Context: an optimization exercise on an open-source flow, tuned for small area and a short achievable clock period. The choices shown serve that exercise and are no tape-out recipe. RTL that was checked went through simulation tests only; none was proved equivalent to the original.

==> v13 <==
==> flow/design.v (excerpt) <==
module generic_fifo_dc(clk, rst, clr, din, we, dout, re,
			full, empty, full_n, empty_n, level );
parameter dw=8;
parameter aw=8;
parameter n=9;
parameter max_size = 1<<aw;
localparam la = aw/2;
localparam ha = aw-la;
input			clk, rst, clr;
input	[dw-1:0]	din;
input			we;
output	[dw-1:0]	dout;
input			re;
output			full;
output			empty;
output			full_n;
output			empty_n;
output	[1:0]		level;
reg	[aw:0]		wp;
wire	[aw:0]		wp_pl1;
reg	[aw:0]		rp;
wire	[aw:0]		rp_pl1;
reg	[aw:0]		wp_s, rp_s;
reg	[aw:0]		diff;		 
reg	[aw:0]		diff_r1, diff_r2;
reg			re_r, we_r;
reg			full, empty, full_n, empty_n;
reg	[1:0]		level;
reg	[(1<<la)-1:0]	wp_lo;		 
reg	[(1<<ha)-1:0]	wp_hi;		 
reg	[aw:0]		fp;
reg	[(1<<la)-1:0]	fp_lo;		 
reg	[(1<<ha)-1:0]	fp_hi;		 
reg			fp_av;		 
wire			fetch;
reg			fetch_r;
reg	[1:0]		fidx_r;
wire	[dw-1:0]	rdata;
reg	[dw-1:0]	buf0, buf1, buf2, buf3;
reg	[dw-1:0]	do_reg;
assign dout = do_reg;
generic_dpram  #(aw,dw) u0(
	.clk(		clk		),
	.we(		we		),
	.wsel_lo(	wp_lo		),
	.wsel_hi(	wp_hi		),
	.di(		din		),
	.rsel_lo(	fp_lo		),
	.rsel_hi(	fp_hi		),
	.dout(		rdata		)
	);
always @(posedge clk)
	if(!rst)	wp <= {aw+1{1'b0}};
	else
	if(clr)		wp <= {aw+1{1'b0}};
	else
	if(we)		wp <= wp_pl1;
assign wp_pl1 = wp + { {aw{1'b0}}, 1'b1};
always @(posedge clk)
	if(!rst | clr) begin
		wp_lo <= {{(1<<la)-1{1'b0}}, 1'b1};
		wp_hi <= {{(1<<ha)-1{1'b0}}, 1'b1};
	end else if(we) begin
		wp_lo <= {wp_lo[(1<<la)-2:0], wp_lo[(1<<la)-1]};
		if(wp_lo[(1<<la)-1])
			wp_hi <= {wp_hi[(1<<ha)-2:0], wp_hi[(1<<ha)-1]};
	end
always @(posedge clk)
	if(!rst)	rp <= {aw+1{1'b0}};
	else
	if(clr)		rp <= {aw+1{1'b0}};
	else
	if(re)		rp <= rp_pl1;
assign rp_pl1 = rp + { {aw{1'b0}}, 1'b1};
wire	[aw:0]		diff_pl1 = diff + { {aw{1'b0}}, 1'b1};
wire	[aw:0]		diff_mi1 = diff - { {aw{1'b0}}, 1'b1};
always @(posedge clk)
	if(!rst | clr)		diff <= {aw+1{1'b0}};
	else
	case({we, re})
	2'b10:	diff <= diff_pl1;
	2'b01:	diff <= diff_mi1;
	default: ;
	endcase
assign fetch = fp_av & ~((fp[1:0] == rp[1:0]) & (fp[2] != rp[2]));
always @(posedge clk)
	if(!rst | clr) begin
  ...
Settings: LEC_CHECK=0, CAP_MARGIN=20, CORE_MARGIN=2, CORE_UTILIZATION=55, CTS_CLUSTER_DIAMETER=100, CTS_CLUSTER_SIZE=30, SETUP_SLACK_MARGIN=2.75, SLEW_MARGIN=20; clock period 5.0 ns.
run.sh (not shown) runs the stock make flow with config.mk's settings and CLKGATE_MAP_FILE= SYNTH_SCRIPT=/design/flow/synth_recipe.tcl, a recipe that flattens the netlist after the stock synthesis.
==> v8: changes against v13 <==
==> flow/design.v (replaced) <==
module generic_dpram(clk, wsel_lo_n, wsel_hi_n, di, rsel_lo, rsel_hi, dout);
	parameter aw = 8;
	parameter dw = 8;
	parameter wl = 4;
	parameter rl = 5;
	localparam wh = aw-wl;
	localparam rh = aw-rl;
	input                 clk;
	input  [(1<<wl)-1:0]  wsel_lo_n;  
	input  [(1<<wh)-1:0]  wsel_hi_n;  
	input  [dw-1:0]       di;
	input  [(1<<rl)-1:0]  rsel_lo;    
	input  [(1<<rh)-1:0]  rsel_hi;    
	output [dw-1:0]       dout;
	reg	[dw-1:0]	mem [(1<<aw)-1:0];
	reg	[dw-1:0]	part [(1<<rh)-1:0];
	reg	[dw-1:0]	rd [(1<<rh)-1:0];
	reg	[(1<<rh)-1:0]	rsel_hi_r;
	reg	[dw-1:0]	orp;
	integer r, i;
	always @* begin
		for (r = 0; r < (1<<rh); r = r + 1) begin
			rd[r] = {dw{1'b0}};
			for (i = 0; i < (1<<rl); i = i + 1)
				rd[r] = rd[r] | (mem[r*(1<<rl)+i] & {dw{rsel_lo[i]}});
		end
	end
	always @(posedge clk) begin
		for (r = 0; r < (1<<rh); r = r + 1)
			part[r] <= rd[r];
		rsel_hi_r <= rsel_hi;
	end
	always @* begin
		orp = {dw{1'b0}};
		for (r = 0; r < (1<<rh); r = r + 1)
			orp = orp | (part[r] & {dw{rsel_hi_r[r]}});
	end
	assign dout = orp;
	always @(posedge clk)
		for (i = 0; i < (1<<aw); i = i + 1)
			if (~(wsel_lo_n[i % (1<<wl)] | wsel_hi_n[i / (1<<wl)]))
				mem[i] <= di;
endmodule
module generic_fifo_dc(clk, rst, clr, din, we, dout, re,
			full, empty, full_n, empty_n, level );
parameter dw=8;
parameter aw=8;
parameter n=9;
parameter max_size = 1<<aw;
localparam la = aw/2;		 
localparam ha = aw-la;
localparam rl = aw-3;		 
localparam rh = aw-rl;
function [aw:0] inc;
	input [aw:0] a;
	integer k;
	begin
		for (k = 0; k <= aw; k = k + 1)
			inc[k] = a[k] ^ ((a & ((1 << k) - 1)) == ((1 << k) - 1));
	end
endfunction
function [aw:0] dec;
	input [aw:0] a;
	integer k;
	begin
		for (k = 0; k <= aw; k = k + 1)
			dec[k] = a[k] ^ ((a & ((1 << k) - 1)) == 0);
	end
endfunction
input			clk, rst, clr;
input	[dw-1:0]	din;
input			we;
output	[dw-1:0]	dout;
input			re;
output			full;
output			empty;
output			full_n;
output			empty_n;
output	[1:0]		level;
reg	[aw:0]		wp;
wire	[aw:0]		wp_pl1;
reg	[aw:0]		rp;
wire	[aw:0]		rp_pl1;
reg	[aw:0]		wp_s, rp_s;
reg	[aw:0]		diff_r1, diff_r2;
reg			re_r, we_r;
reg			full, empty, full_n, empty_n;
reg	[1:0]		level;
reg	[(1<<la)-1:0]	wp_lo_n;	 
reg	[(1<<ha)-1:0]	wp_hi_n;	 
reg	[aw:0]		fp;
reg	[(1<<rl)-1:0]	fp_lo;		 
reg	[(1<<rh)-1:0]	fp_hi;		 
reg			fp_av;		 
wire			fetch;
reg			fetch_r, fetch_rr;
reg	[1:0]		fidx_r, fidx_rr;
reg	[dw-1:0]	rdata_r;
wire	[dw-1:0]	rdata;
reg	[dw-1:0]	buf0, buf1, buf2, buf3;
reg	[dw-1:0]	do_reg;
assign dout = do_reg;
generic_dpram  #(aw,dw,la,rl) u0(
	.clk(		clk		),
	.wsel_lo_n(	wp_lo_n		),
	.wsel_hi_n(	wp_hi_n		),
	.di(		din		),
	.rsel_lo(	fp_lo		),
	.rsel_hi(	fp_hi		),
	.dout(		rdata		)
	);
always @(posedge clk)
	if(!rst)	wp <= {aw+1{1'b0}};
	else
	if(clr)		wp <= {aw+1{1'b0}};
	else
	if(we)		wp <= wp_pl1;
assign wp_pl1 = inc(wp);
always @(posedge clk)
	if(!rst | clr) begin
		wp_lo_n <= {{(1<<la)-1{1'b1}}, 1'b0};
		wp_hi_n <= {{(1<<ha)-1{1'b1}}, 1'b0};
	end else if(we) begin
		wp_lo_n <= {wp_lo_n[(1<<la)-2:0], wp_lo_n[(1<<la)-1]};
		if(!wp_lo_n[(1<<la)-1])
			wp_hi_n <= {wp_hi_n[(1<<ha)-2:0], wp_hi_n[(1<<ha)-1]};
	end
always @(posedge clk)
	if(!rst)	rp <= {aw+1{1'b0}};
	else
	if(clr)		rp <= {aw+1{1'b0}};
	else
	if(re)		rp <= rp_pl1;
assign rp_pl1 = inc(rp);
reg			zero_r;
wire	[aw:0]		diff_nxt;
always @(posedge clk)
	zero_r <= !rst | clr;
assign diff_nxt = zero_r ? {aw+1{1'b0}} :
		  (we_r & !re_r) ? inc(diff_r1) :
		  (re_r & !we_r) ? dec(diff_r1) : diff_r1;
assign fetch = fp_av & ~((fp[1:0] == rp[1:0]) & (fp[2] != rp[2]));
always @(posedge clk)
	if(!rst | clr) begin
		fp    <= {aw+1{1'b0}};
		fp_lo <= {{(1<<rl)-1{1'b0}}, 1'b1};
		fp_hi <= {{(1<<rh)-1{1'b0}}, 1'b1};
	end else if(fetch) begin
		fp    <= inc(fp);
		fp_lo <= {fp_lo[(1<<rl)-2:0], fp_lo[(1<<rl)-1]};
		if(fp_lo[(1<<rl)-1])
			fp_hi <= {fp_hi[(1<<rh)-2:0], fp_hi[(1<<rh)-1]};
	end
always @(posedge clk)
	if(!rst | clr)	fp_av <= 1'b0;
	else if(we)	fp_av <= 1'b1;
	else if(fetch)	fp_av <= (wp != inc(fp));
always @(posedge clk) begin
	fetch_r  <= fetch & rst & ~clr;
	fidx_r   <= fp[1:0];
	fetch_rr <= fetch_r & rst & ~clr;
	fidx_rr  <= fidx_r;
	rdata_r  <= rdata;
end
always @(posedge clk)
	if(fetch_rr)
		case(fidx_rr)
		2'd0: buf0 <= rdata_r;
		2'd1: buf1 <= rdata_r;
		2'd2: buf2 <= rdata_r;
		default: buf3 <= rdata_r;
		endcase
always @(posedge clk)
	if(fetch_rr & (fidx_rr == rp[1:0]))
		do_reg <= rdata_r;
	else
	case(rp[1:0])
	2'd0: do_reg <= buf0;
	2'd1: do_reg <= buf1;
	2'd2: do_reg <= buf2;
	default: do_reg <= buf3;
	endcase
always @(posedge clk)	wp_s <= wp;
always @(posedge clk)	rp_s <= rp;
always @(posedge clk)
	empty <= (wp_s == rp) | (re & (wp_s == rp_pl1));
always @(posedge clk)
	full <= ((wp[aw-1:0] == rp_s[aw-1:0]) & (wp[aw] != rp_s[aw])) |
	(we & (wp_pl1[aw-1:0] == rp_s[aw-1:0]) & (wp_pl1[aw] != rp_s[aw]));
always @(posedge clk)	re_r <= re;
always @(posedge clk)	diff_r1 <= diff_nxt;
always @(posedge clk)
	empty_n <= (diff_r1 < n) | ((diff_r1==n) & (re | re_r));
always @(posedge clk)	we_r <= we;
always @(posedge clk)	diff_r2 <= diff_nxt;
always @(posedge clk)
	full_n <= (diff_r2 > max_size-n) | ((diff_r2==max_size-n) & (we | we_r));
always @(posedge clk)
	level <= {2{diff_nxt[aw]}} | diff_nxt[aw-1:aw-2];
endmodule
==> flow/config.mk (replaced) <==
export PLATFORM = sky130hd
export DESIGN_NAME = generic_fifo_dc
export DESIGN_NICKNAME = generic_fifo_dc
export VERILOG_FILES = /design/flow/design.v
export SDC_FILE = /design/flow/constraint.sdc
export NUM_CORES = 4
export LEC_CHECK = 0
export CAP_MARGIN = 20
export CORE_MARGIN = 2
export CORE_UTILIZATION = 60
export CTS_CLUSTER_DIAMETER = 100
export CTS_CLUSTER_SIZE = 26
export SETUP_SLACK_MARGIN = 2.8
export SLEW_MARGIN = 20
==> v31: changes against v13 <==
==> flow/design.v (replaced) <==
module generic_dpram(clk, wsel_lo, wsel_hi, di, rsel_lo, rsel_hi, dout);
	parameter aw = 8;
	parameter dw = 8;
	localparam la = aw/2;
	localparam ha = aw-la;
	input                 clk;
	input  [(1<<la)-1:0]  wsel_lo;  
	input  [(1<<ha)-1:0]  wsel_hi;  
	input  [dw-1:0]       di;
	input  [(1<<la)-1:0]  rsel_lo;  
	input  [(1<<ha)-1:0]  rsel_hi;  
	output [dw-1:0]       dout;
	reg	[dw-1:0]	mem [(1<<aw)-1:0];
	reg	[dw-1:0]	part [(1<<ha)-1:0];
	reg	[dw-1:0]	rd [(1<<ha)-1:0];
	reg	[(1<<ha)-1:0]	rsel_hi_r;
	reg	[dw-1:0]	orp;
	integer r, i;
	always @* begin
		for (r = 0; r < (1<<ha); r = r + 1) begin
			rd[r] = {dw{1'b0}};
			for (i = 0; i < (1<<la); i = i + 1)
				rd[r] = rd[r] | (mem[r*(1<<la)+i] & {dw{rsel_lo[i]}});
		end
	end
	always @(posedge clk) begin
		for (r = 0; r < (1<<ha); r = r + 1)
			part[r] <= rd[r];
		rsel_hi_r <= rsel_hi;
	end
	always @* begin
		orp = {dw{1'b0}};
		for (r = 0; r < (1<<ha); r = r + 1)
			orp = orp | (part[r] & {dw{rsel_hi_r[r]}});
	end
	assign dout = orp;
	wire	[(1<<la)-1:0]	wl_n = ~wsel_lo;
	wire	[(1<<ha)-1:0]	wh_n = ~wsel_hi;
	always @(posedge clk)
		for (i = 0; i < (1<<aw); i = i + 1)
			if (~(wl_n[i % (1<<la)] | wh_n[i / (1<<la)]))
				mem[i] <= di;
endmodule
module generic_fifo_dc(clk, rst, clr, din, we, dout, re,
			full, empty, full_n, empty_n, level );
parameter dw=8;
parameter aw=8;
parameter n=9;
parameter max_size = 1<<aw;
localparam la = aw/2;
localparam ha = aw-la;
function [aw:0] inc;
	input [aw:0] a;
	integer k;
	begin
		for (k = 0; k <= aw; k = k + 1)
			inc[k] = a[k] ^ ((a & ((1 << k) - 1)) == ((1 << k) - 1));
	end
endfunction
function [aw:0] dec;
	input [aw:0] a;
	integer k;
	begin
		for (k = 0; k <= aw; k = k + 1)
			dec[k] = a[k] ^ ((a & ((1 << k) - 1)) == 0);
	end
endfunction
input			clk, rst, clr;
input	[dw-1:0]	din;
input			we;
output	[dw-1:0]	dout;
input			re;
output			full;
output			empty;
output			full_n;
output			empty_n;
output	[1:0]		level;
reg	[aw:0]		wp;
wire	[aw:0]		wp_pl1;
reg	[aw:0]		rp;
wire	[aw:0]		rp_pl1;
reg	[aw:0]		wp_s, rp_s;
reg	[aw:0]		diff_r1, diff_r2;
reg			re_r, we_r;
reg			full, empty, full_n, empty_n;
reg	[1:0]		level;
reg	[(1<<la)-1:0]	wp_lo_n;	 
reg	[(1<<ha)-1:0]	wp_hi_n;	 
reg	[aw:0]		fp;
reg	[(1<<la)-1:0]	fp_lo;		 
reg	[(1<<ha)-1:0]	fp_hi;		 
reg			fp_av;		 
wire			fetch;
reg			fetch_r;
reg	[1:0]		fidx_r;
wire	[dw-1:0]	rdata;
reg	[dw-1:0]	buf0, buf1, buf2, buf3;
reg	[dw-1:0]	do_reg;
assign dout = do_reg;
generic_dpram  #(aw,dw) u0(
	.clk(		clk		),
	.wsel_lo(	~wp_lo_n	),
	.wsel_hi(	~wp_hi_n	),
	.di(		din		),
	.rsel_lo(	fp_lo		),
	.rsel_hi(	fp_hi		),
	.dout(		rdata		)
	);
always @(posedge clk)
	if(!rst)	wp <= {aw+1{1'b0}};
	else
	if(clr)		wp <= {aw+1{1'b0}};
	else
	if(we)		wp <= wp_pl1;
assign wp_pl1 = inc(wp);
always @(posedge clk)
	if(!rst | clr) begin
		wp_lo_n <= {{(1<<la)-1{1'b1}}, 1'b0};
		wp_hi_n <= {{(1<<ha)-1{1'b1}}, 1'b0};
	end else if(we) begin
		wp_lo_n <= {wp_lo_n[(1<<la)-2:0], wp_lo_n[(1<<la)-1]};
		if(!wp_lo_n[(1<<la)-1])
			wp_hi_n <= {wp_hi_n[(1<<ha)-2:0], wp_hi_n[(1<<ha)-1]};
	end
always @(posedge clk)
	if(!rst)	rp <= {aw+1{1'b0}};
	else
	if(clr)		rp <= {aw+1{1'b0}};
	else
	if(re)		rp <= rp_pl1;
assign rp_pl1 = inc(rp);
reg			zero_r;
wire	[aw:0]		diff_nxt;
always @(posedge clk)
	zero_r <= !rst | clr;
assign diff_nxt = zero_r ? {aw+1{1'b0}} :
		  (we_r & !re_r) ? inc(diff_r1) :
		  (re_r & !we_r) ? dec(diff_r1) : diff_r1;
assign fetch = fp_av & ~((fp[1:0] == rp[1:0]) & (fp[2] != rp[2]));
always @(posedge clk)
	if(!rst | clr) begin
		fp    <= {aw+1{1'b0}};
		fp_lo <= {{(1<<la)-1{1'b0}}, 1'b1};
		fp_hi <= {{(1<<ha)-1{1'b0}}, 1'b1};
	end else if(fetch) begin
		fp    <= inc(fp);
		fp_lo <= {fp_lo[(1<<la)-2:0], fp_lo[(1<<la)-1]};
		if(fp_lo[(1<<la)-1])
			fp_hi <= {fp_hi[(1<<ha)-2:0], fp_hi[(1<<ha)-1]};
	end
always @(posedge clk)
	if(!rst | clr)	fp_av <= 1'b0;
	else if(we)	fp_av <= 1'b1;
	else if(fetch)	fp_av <= (wp != inc(fp));
always @(posedge clk) begin
	fetch_r <= fetch & rst & ~clr;
	fidx_r  <= fp[1:0];
end
always @(posedge clk)
	if(fetch_r)
		case(fidx_r)
		2'd0: buf0 <= rdata;
		2'd1: buf1 <= rdata;
		2'd2: buf2 <= rdata;
		default: buf3 <= rdata;
		endcase
always @(posedge clk)
	case(rp[1:0])
	2'd0: do_reg <= buf0;
	2'd1: do_reg <= buf1;
	2'd2: do_reg <= buf2;
	default: do_reg <= buf3;
	endcase
always @(posedge clk)	wp_s <= wp;
always @(posedge clk)	rp_s <= rp;
always @(posedge clk)
	empty <= (wp_s == rp) | (re & (wp_s == rp_pl1));
always @(posedge clk)
	full <= ((wp[aw-1:0] == rp_s[aw-1:0]) & (wp[aw] != rp_s[aw])) |
	(we & (wp_pl1[aw-1:0] == rp_s[aw-1:0]) & (wp_pl1[aw] != rp_s[aw]));
always @(posedge clk)	re_r <= re;
always @(posedge clk)	diff_r1 <= diff_nxt;
always @(posedge clk)
	empty_n <= (diff_r1 < n) | ((diff_r1==n) & (re | re_r));
always @(posedge clk)	we_r <= we;
always @(posedge clk)	diff_r2 <= diff_nxt;
always @(posedge clk)
	full_n <= (diff_r2 > max_size-n) | ((diff_r2==max_size-n) & (we | we_r));
always @(posedge clk)
	level <= {2{diff_nxt[aw]}} | diff_nxt[aw-1:aw-2];
endmodule
==> flow/config.mk (replaced) <==
export PLATFORM = sky130hd
export DESIGN_NAME = generic_fifo_dc
export DESIGN_NICKNAME = generic_fifo_dc
export VERILOG_FILES = /design/flow/design.v
export SDC_FILE = /design/flow/constraint.sdc
export NUM_CORES = 4
export LEC_CHECK = 0
export CAP_MARGIN = 20
export CORE_MARGIN = 2
export CORE_UTILIZATION = 60
export CTS_CLUSTER_DIAMETER = 100
export CTS_CLUSTER_SIZE = 26
export SETUP_SLACK_MARGIN = 2.8
export SLEW_MARGIN = 20
==> v10: changes against v13 <==
--- a/flow/design.v
+++ b/flow/design.v
@@ -30,19 +30,21 @@
 		for (g = 0; g < ng; g = g + 1)
 			part[g] <= rd[g];
 	always @* begin
 		orp = {dw{1'b0}};
 		for (g = 0; g < ng; g = g + 1)
 			orp = orp | part[g];
 	end
 	assign dout = orp;
+	wire	[(1<<la)-1:0]	wl_n = ~({(1<<la){we}} & wsel_lo);
+	wire	[(1<<ha)-1:0]	wh_n = ~wsel_hi;
 	always @(posedge clk)
 		for (i = 0; i < (1<<aw); i = i + 1)
-			if (we & wsel_lo[i % (1<<la)] & wsel_hi[i / (1<<la)])
+			if (~(wl_n[i % (1<<la)] | wh_n[i / (1<<la)]))
 				mem[i] <= di;
 endmodule
 module generic_fifo_dc(clk, rst, clr, din, we, dout, re,
 			full, empty, full_n, empty_n, level );
 parameter dw=8;
 parameter aw=8;
 parameter n=9;
 parameter max_size = 1<<aw;
@@ -58,77 +60,68 @@
 output			full_n;
 output			empty_n;
 output	[1:0]		level;
 reg	[aw:0]		wp;
 wire	[aw:0]		wp_pl1;
 reg	[aw:0]		rp;
 wire	[aw:0]		rp_pl1;
 reg	[aw:0]		wp_s, rp_s;
-reg	[aw:0]		diff;		 
+wire	[aw:0]		diff;
 reg	[aw:0]		diff_r1, diff_r2;
 reg			re_r, we_r;
 reg			full, empty, full_n, empty_n;
 reg	[1:0]		level;
 reg	[(1<<la)-1:0]	wp_lo;		 
-reg	[(1<<ha)-1:0]	wp_hi;		 
+reg	[(1<<ha)-1:0]	wp_hi_n;	 
 reg	[aw:0]		fp;
 reg	[(1<<la)-1:0]	fp_lo;		 
 reg	[(1<<ha)-1:0]	fp_hi;		 
 reg			fp_av;		 
 wire			fetch;
 reg			fetch_r;
 reg	[1:0]		fidx_r;
 wire	[dw-1:0]	rdata;
 reg	[dw-1:0]	buf0, buf1, buf2, buf3;
 reg	[dw-1:0]	do_reg;
 assign dout = do_reg;
 generic_dpram  #(aw,dw) u0(
 	.clk(		clk		),
 	.we(		we		),
 	.wsel_lo(	wp_lo		),
-	.wsel_hi(	wp_hi		),
+	.wsel_hi(	~wp_hi_n	),
 	.di(		din		),
 	.rsel_lo(	fp_lo		),
 	.rsel_hi(	fp_hi		),
 	.dout(		rdata		)
 	);
 always @(posedge clk)
 	if(!rst)	wp <= {aw+1{1'b0}};
 	else
 	if(clr)		wp <= {aw+1{1'b0}};
 	else
 	if(we)		wp <= wp_pl1;
 assign wp_pl1 = wp + { {aw{1'b0}}, 1'b1};
 always @(posedge clk)
 	if(!rst | clr) begin
 		wp_lo <= {{(1<<la)-1{1'b0}}, 1'b1};
-		wp_hi <= {{(1<<ha)-1{1'b0}}, 1'b1};
+		wp_hi_n <= {{(1<<ha)-1{1'b1}}, 1'b0};
 	end else if(we) begin
 		wp_lo <= {wp_lo[(1<<la)-2:0], wp_lo[(1<<la)-1]};
 		if(wp_lo[(1<<la)-1])
-			wp_hi <= {wp_hi[(1<<ha)-2:0], wp_hi[(1<<ha)-1]};
+			wp_hi_n <= {wp_hi_n[(1<<ha)-2:0], wp_hi_n[(1<<ha)-1]};
 	end
 always @(posedge clk)
 	if(!rst)	rp <= {aw+1{1'b0}};
 	else
 	if(clr)		rp <= {aw+1{1'b0}};
 	else
 	if(re)		rp <= rp_pl1;
 assign rp_pl1 = rp + { {aw{1'b0}}, 1'b1};
-wire	[aw:0]		diff_pl1 = diff + { {aw{1'b0}}, 1'b1};
-wire	[aw:0]		diff_mi1 = diff - { {aw{1'b0}}, 1'b1};
-always @(posedge clk)
-	if(!rst | clr)		diff <= {aw+1{1'b0}};
-	else
-	case({we, re})
-	2'b10:	diff <= diff_pl1;
-	2'b01:	diff <= diff_mi1;
-	default: ;
-	endcase
+assign diff = wp-rp;
 assign fetch = fp_av & ~((fp[1:0] == rp[1:0]) & (fp[2] != rp[2]));
 always @(posedge clk)
 	if(!rst | clr) begin
 		fp    <= {aw+1{1'b0}};
 		fp_lo <= {{(1<<la)-1{1'b0}}, 1'b1};
 		fp_hi <= {{(1<<ha)-1{1'b0}}, 1'b1};
 	end else if(fetch) begin
 		fp    <= fp + { {aw{1'b0}}, 1'b1};
==> comparison table <==
metric	v31	v10	v8	v13
Clock slew at reported path FFs	0.10 ns	0.12 ns	0.11 ns	0.11 ns
Ant. Diodes	2	2	8	28
Final clock period utilization by the worst path	0.4593	0.4672	0.4468	0.4615
Result of the run	timing/DRC/antenna clean	timing/DRC/antenna clean	timing/DRC/antenna clean	timing/DRC/antenna clean
Routed metal-1 wire length	97340 µm	102100 µm	102700 µm	101900 µm
Die Height	377.3 µm	390.8 µm	375.1 µm	392.6 µm
Antenna violations before repair	6	6	11	20
Number of tap cells inserted	1794	1930	1794	2016
Horizontal die dimension	377.3 µm	390.8 µm	375.1 µm	392.6 µm
Via/cell ratio	7.193	7.109	7.445	7.093
First DRT Iteration DRCs	7073	8551	9428	8192
Post-detailed-placement half-perimeter wirelength	131300 µm	149300 µm	146600 µm	143200 µm
Buf+Inv Stages, Crit Path	1	0	0	1
Fraction of area in registers	0.7642	0.7400	0.7558	0.7458
FP Rows	136	141	136	142
Post-layout minimum cycle time	2.297 ns	2.336 ns	2.234 ns	2.308 ns
Share of cell area taken by muxes after synthesis	0.003591	0.001216	0.003180	0.003645
Parity-gate share of the synthesized area counting xor and xnor cells	0.007018	0.007982	0.006965	0.007065
No functional check of the RTL was part of v13.

afterwards: timing with drivers on the ports:
In the flow no input, the clock included, has a driving cell. The finished layouts below were timed again as built, in two steps.
Step 1 sets driving cells, clkbuf_16 on the clock port and buf_2 on the other inputs (assumed; they add their load-dependent delay and slew).
Step 2 also shifts input and output timing later by t, the mid clock arrival at the registers, as if the neighbouring blocks saw the same clock.
Three values: ideal, step 1, step 2; two values: the first two.
run | t, ns | setup WS [ns] | worst setup path at the end | latest minus earliest clock arrival (ns) | worst data-port slew with drivers (ns)
v13 | 0.826 | 2.692 / 2.686 / 1.861 | input to register | 0.043 / 0.043 | 0.16
v8 | 0.839 | 2.766 / 2.700 / 2.084 | input to register | 0.051 / 0.051 | 0.05
v31 | 0.829 | 2.703 / 2.703 / 2.247 | input to register | 0.048 / 0.048 | 0.05
v10 | 0.824 | 2.664 / 2.664 / 2.045 | input to register | 0.046 / 0.046 | 0.05
After both steps setup and hold are still met in every run listed. For v13, which loses most, drivers alone change the setup slack by -0.006 ns; drivers and shift together by -0.831 ns.
